Source: an optimization exercise on an open RTL-to-GDS flow (aim: small area and a short achievable clock period). Production flows keep margins and buffers that such runs may drop.
At most, simulation tests tie the RTL to the original design; equivalence was not proved.
Power is estimated from default activity; no workload was simulated.

==> flow/design.v <==
`timescale 1ns/1ns
module agu(input [7:0] a, b, output logic [7:0] s);
  logic [7:0] g [0:3];
  logic [7:0] p [0:3];
  always_comb begin
    g[0] = a & b;
    p[0] = a ^ b;
    for (int l = 0; l < 3; l++)
      for (int i = 0; i < 8; i++)
        if (i >= (1 << l)) begin
          g[l+1][i] = g[l][i] | (p[l][i] & g[l][i - (1 << l)]);
          p[l+1][i] = p[l][i] & p[l][i - (1 << l)];
        end else begin
          g[l+1][i] = g[l][i];
          p[l+1][i] = p[l][i];
        end
    s[0] = p[0][0];
    for (int i = 1; i < 8; i++) s[i] = p[0][i] ^ g[3][i-1];
  end
endmodule
`timescale 1ns/1ns
module CPU(input clk,rst,
           output [11:0] imem_addr, input [18:0] imem_data,
           output [7:0] dmem_addr, dmem_wdata, output dmem_we, dmem_re, input [7:0] dmem_rdata);
  wire [18:0] ins = imem_data;
  logic [11:0] pc;
  logic z, c;
  logic [7:0][7:0] R;           
  logic [7:0][11:0] stk;        
  logic [2:0] sp;               
  logic [3:0] cnt;              
  wire is_alu  = ~ins[18];                            
  wire is_ld   = ins[18:14] == 5'b10000;
  wire is_st   = ins[18:14] == 5'b10001;
  wire is_sh   = ins[18:16] == 3'b110;
  wire is_br   = ins[18:16] == 3'b101;
  wire is_jmp  = ins[18:15] == 4'b1110;               
  wire is_call = ins[18:14] == 5'b11101;
  wire is_ret  = ins[18:13] == 6'b111100;
  wire wr_reg  = is_alu | is_ld | is_sh;
  wire ld_fl   = is_alu | is_sh;
  wire [7:0] imm = ins[7:0];
  wire [2:0] ra = ins[10:8];
  wire [2:0] rb = ins[18] ? ins[13:11] : ins[7:5];
  logic [7:0] a, rbv;
  always_comb begin
    a = 8'd0;
    rbv = 8'd0;
    for (int i = 0; i < 8; i++) begin
      a = a | (R[i] & {8{ra == i}});
      rbv = rbv | (R[i] & {8{rb == i}});
    end
  end
  agu agu0(.a(a), .b(imm), .s(dmem_addr));
  assign dmem_wdata = rbv;
  assign dmem_we    = ~rst & is_st;
  assign dmem_re    = ~rst & is_ld;
  assign imem_addr  = pc;
  wire [2:0] fn = ins[16:14];
  wire [7:0] b = ins[17] ? imm : rbv;
  wire sub = fn[1] & ~fn[2];
  wire y = sub & fn[0] & c;                     
  wire ci = sub | (fn[0] & c);
  logic [7:0] ay;
  always_comb
    for (int i = 0; i < 8; i++) ay[i] = a[i] ^ (y & (&(a | ~((8'd1 << i) - 8'd1))));
  wire ya = y & (&a);
  wire [7:0] bb = sub ? ~b : b;
  wire [8:0] sum9 = {1'b0, ay} + {1'b0, bb} + {8'd0, ci};
  wire c8 = sum9[8] ^ ya ^ sub;                 
  wire [7:0] pp = ay ^ bb;
  wire [7:0] gg = ay & bb;
  wire [7:0] oo = ay | bb;
  logic [7:0] lg;
  always_comb begin
    case (fn[1:0])
      2'b00: lg = gg;
      2'b01: lg = oo;
      2'b10: lg = pp;
      default: lg = ~gg;
    endcase
  end
  wire zsum = (pp[0] == ci) & (pp[7:1] == oo[6:0]);
  wire [7:0] alures = fn[2] ? lg : sum9[7:0];
  wire aluc = ~fn[2] & c8;
  wire aluz = fn[2] ? (lg == 8'd0) : zsum;
  wire [2:0] s = ins[7:5];
  wire [1:0] fn2 = ins[15:14];
  wire right = fn2[0];
  wire [2:0] amt = right ? (3'd0 - s) : s;            
  wire [15:0] dd = {a, a} << amt;
  wire [7:0] rot = dd[15:8];
  wire [7:0] lmask = 8'hff << s;
  wire [7:0] rmask = 8'hff >> s;
  wire [7:0] shres = fn2[1] ? rot : (rot & (right ? rmask : lmask));
  wire shc = ~fn2[1] & (s != 3'd0) & (right ? rot[7] : rot[0]);
  wire [7:0] res = is_sh ? shres : alures;
  wire nc = is_sh ? shc : aluc;
  wire nz = is_sh ? (shres == 8'd0) : aluz;
  wire [7:0] wd = is_ld ? dmem_rdata : res;
  logic [7:0] spd;
  wire live = cnt != 4'd0;
  always_comb for (int i = 0; i < 8; i++) spd[i] = (sp == i);
  logic [11:0] top;
  always_comb begin
    top = 12'd0;
    for (int i = 0; i < 8; i++) top = top | (stk[i] & {12{spd[i] & live}});
  end
  wire cond = (ins[15] ? c : z) ^ ins[14];
  wire taken = is_br & cond;
  wire [11:0] pcn = pc + ({{4{imm[7]}}, imm} & {12{taken}}) + 12'd1;
  logic [11:0] npc;
  always_comb begin
    if (is_jmp)         npc = ins[11:0];
    else if (is_ret)    npc = top;
    else                npc = pcn;
  end
  always_ff @(posedge clk, posedge rst) begin
    if (rst) begin
      pc <= 12'd0;
      z <= 1'b0;
      c <= 1'b0;
      R <= '0;
      sp <= 3'd0;
      cnt <= 4'd0;
    end else begin
      pc <= npc;
      if (ld_fl) begin
        z <= nz;
        c <= nc;
      end
      for (int i = 0; i < 8; i++)
        if (wr_reg && ins[13:11] == i) R[i] <= wd;
      if (is_call) begin
        sp <= sp + 3'd1;
        if (cnt != 4'd8) cnt <= cnt + 4'd1;
      end else if (is_ret) begin
        sp <= sp - 3'd1;
        if (cnt != 4'd0) cnt <= cnt - 4'd1;
      end
    end
  end
  always_ff @(posedge clk)
    for (int i = 0; i < 8; i++)
      if (is_call & spd[(i + 7) % 8]) stk[i] <= pcn;
endmodule
Settings: LEC_CHECK=0, CAP_MARGIN=5, CORE_MARGIN=2, CORE_UTILIZATION=60, CTS_BUF_LIST=sky130_fd_sc_hd__clkbuf_8, SETUP_SLACK_MARGIN=2.5, SLEW_MARGIN=5; clock period 7.5 ns.
standard.sh (not shown) runs the stock make flow with config.mk's settings and CLKGATE_MAP_FILE= SYNTH_SCRIPT=/design/flow/synth_recipe.tcl, a recipe that flattens the netlist after the stock synthesis.
==> flow/flow/run.sh <==
#!/bin/bash
# Own layout flow: the standard ORFS flow with changes to synthesis (no
# full/half-adder extraction; abc maps the top module for area and the
# modules in KEEP for speed) and plain buffers on the ports. Each step's
# output goes to a log of its own in this folder.
set -euo pipefail
HERE=$(pwd)
FL=$HERE/flow
KEEP=$(cat "$FL/keep_modules.txt")

# synthesis script: the standard flow's, sourcing ORFS's synth.tcl with the abc call
# replaced by flow/abc_step.tcl
sed "s#@FL@#$FL#g" "$FL/abc_step.tcl" > "$HERE/own_abc_step.tcl"
sed "s#log_cmd abc {\\*}\$abc_args#source $HERE/own_abc_step.tcl#" \
  "$FLOW_HOME/scripts/synth.tcl" > "$HERE/own_synth_core.tcl"
grep -q 'own_abc_step' "$HERE/own_synth_core.tcl"
sed "s#source \$::env(SCRIPTS_DIR)/synth.tcl#source $HERE/own_synth_core.tcl#" \
  "$HERE/synth_recipe.tcl" > "$HERE/own_synth.tcl"
grep -q own_synth_core "$HERE/own_synth.tcl"

bash standard.sh SYNTH_SCRIPT="$HERE/own_synth.tcl" ADDER_MAP_FILE= SYNTH_OPERATIONS_ARGS=" " \
  SYNTH_KEEP_MODULES="$KEEP" synth > "$HERE/synth.log" 2>&1

EXTRA=()
if [[ -f $FL/extra.mk ]]; then
  while read -r l; do [[ -n $l && $l != \#* ]] && EXTRA+=("$l"); done < "$FL/extra.mk"
fi
bash standard.sh "${EXTRA[@]}" finish > "$HERE/layout.log" 2>&1
==> flow/flow/abc_step.tcl <==
# abc mapping: the modules kept apart (SYNTH_KEEP_MODULES) for speed, the
# top module for area. @FL@ is replaced by the flow folder.
set own_rest [lrange $abc_args 2 end]
foreach own_m $::env(SYNTH_KEEP_MODULES) {
  log_cmd abc -script @FL@/fast.abc {*}$own_rest $own_m
}
log_cmd abc -script @FL@/synth.abc {*}$own_rest $::env(DESIGN_NAME)
==> flow/flow/extra.mk <==
# make variables for the layout steps, one per line
BUFFER_PORTS_ARGS=-buffer_cell sky130_fd_sc_hd__buf_1
CTS_ARGS=-sink_clustering_enable -repair_clock_nets -buf_list sky130_fd_sc_hd__clkbuf_8 -dont_use_dummy_load
==> flow/flow/fast.abc <==
strash
dch
map -D 700
topo
buffer -c
upsize -c -D 700
dnsize -c -D 700
==> flow/flow/keep_modules.txt <==
agu
==> flow/flow/synth.abc <==
strash
dch
map -D 3500
topo
buffer -c
upsize -c -D 3500
dnsize -c -D 3500
Edit:
--- a/flow/design.v
+++ b/flow/design.v
@@ -59,14 +59,21 @@
   wire [2:0] fn = ins[16:14];
   wire [7:0] b = ins[17] ? imm : rbv;
   wire sub = fn[1] & ~fn[2];
   wire y = sub & fn[0] & c;                     
   wire ci = sub | (fn[0] & c);
-  logic [7:0] ay;
-  always_comb
-    for (int i = 0; i < 8; i++) ay[i] = a[i] ^ (y & (&(a | ~((8'd1 << i) - 8'd1))));
-  wire ya = y & (&a);
+  logic [7:0] ay;                               
+  logic ya;
+  always_comb begin
+    logic t;
+    t = y;
+    for (int i = 0; i < 8; i++) begin
+      ay[i] = a[i] ^ t;
+      t = t & a[i];
+    end
+    ya = t;
+  end
   wire [7:0] bb = sub ? ~b : b;
   wire [8:0] sum9 = {1'b0, ay} + {1'b0, bb} + {8'd0, ci};
   wire c8 = sum9[8] ^ ya ^ sub;                 
   wire [7:0] pp = ay ^ bb;
   wire [7:0] gg = ay & bb;
What happened: Routed wire length decreases by 0.54%; setup slack improved by 0.11 ns; worst hold slack barely changes; clock power came out higher by about 0.8%; cell area hardly moves; sequential power hardly moves; fmax is higher by 2.2%; cell count drops by 1.4%; global-route usage goes up by 0.13 points; flip-flop and latch count is unchanged.
The RTL of the first run of this note was laid out without a check of its function.

separate check: timing with driven ports:
No port has a modelled driver above. Below, the same layouts with a new extraction and two added sets of constraints.
Step 1 (the two cells are an assumption about what drives the block):
set clk [get_ports {clk}]
set_driving_cell -lib_cell sky130_fd_sc_hd__clkbuf_16 $clk
set_driving_cell -lib_cell sky130_fd_sc_hd__buf_2 [delete_from_list [all_inputs] $clk]
Step 2 also shifts input and output timing later by t, the mid clock arrival at the registers, as if the neighbouring blocks saw the same clock.
Three values: ideal, step 1, step 2; two values: the first two.
run | t, ns | setup slack, ns | worst hold slack (ns)
the first run | 0.481 | 2.490 / 2.468 / 2.154 | 0.513 / 0.513 / 0.513
the second run | 0.495 | 2.599 / 2.549 / 2.237 | 0.512 / 0.512 / 0.512
After both steps every run listed still meets setup and hold. The setup slack of the second run, which loses most, moves by -0.050 ns with the drivers and by -0.362 ns with both steps.
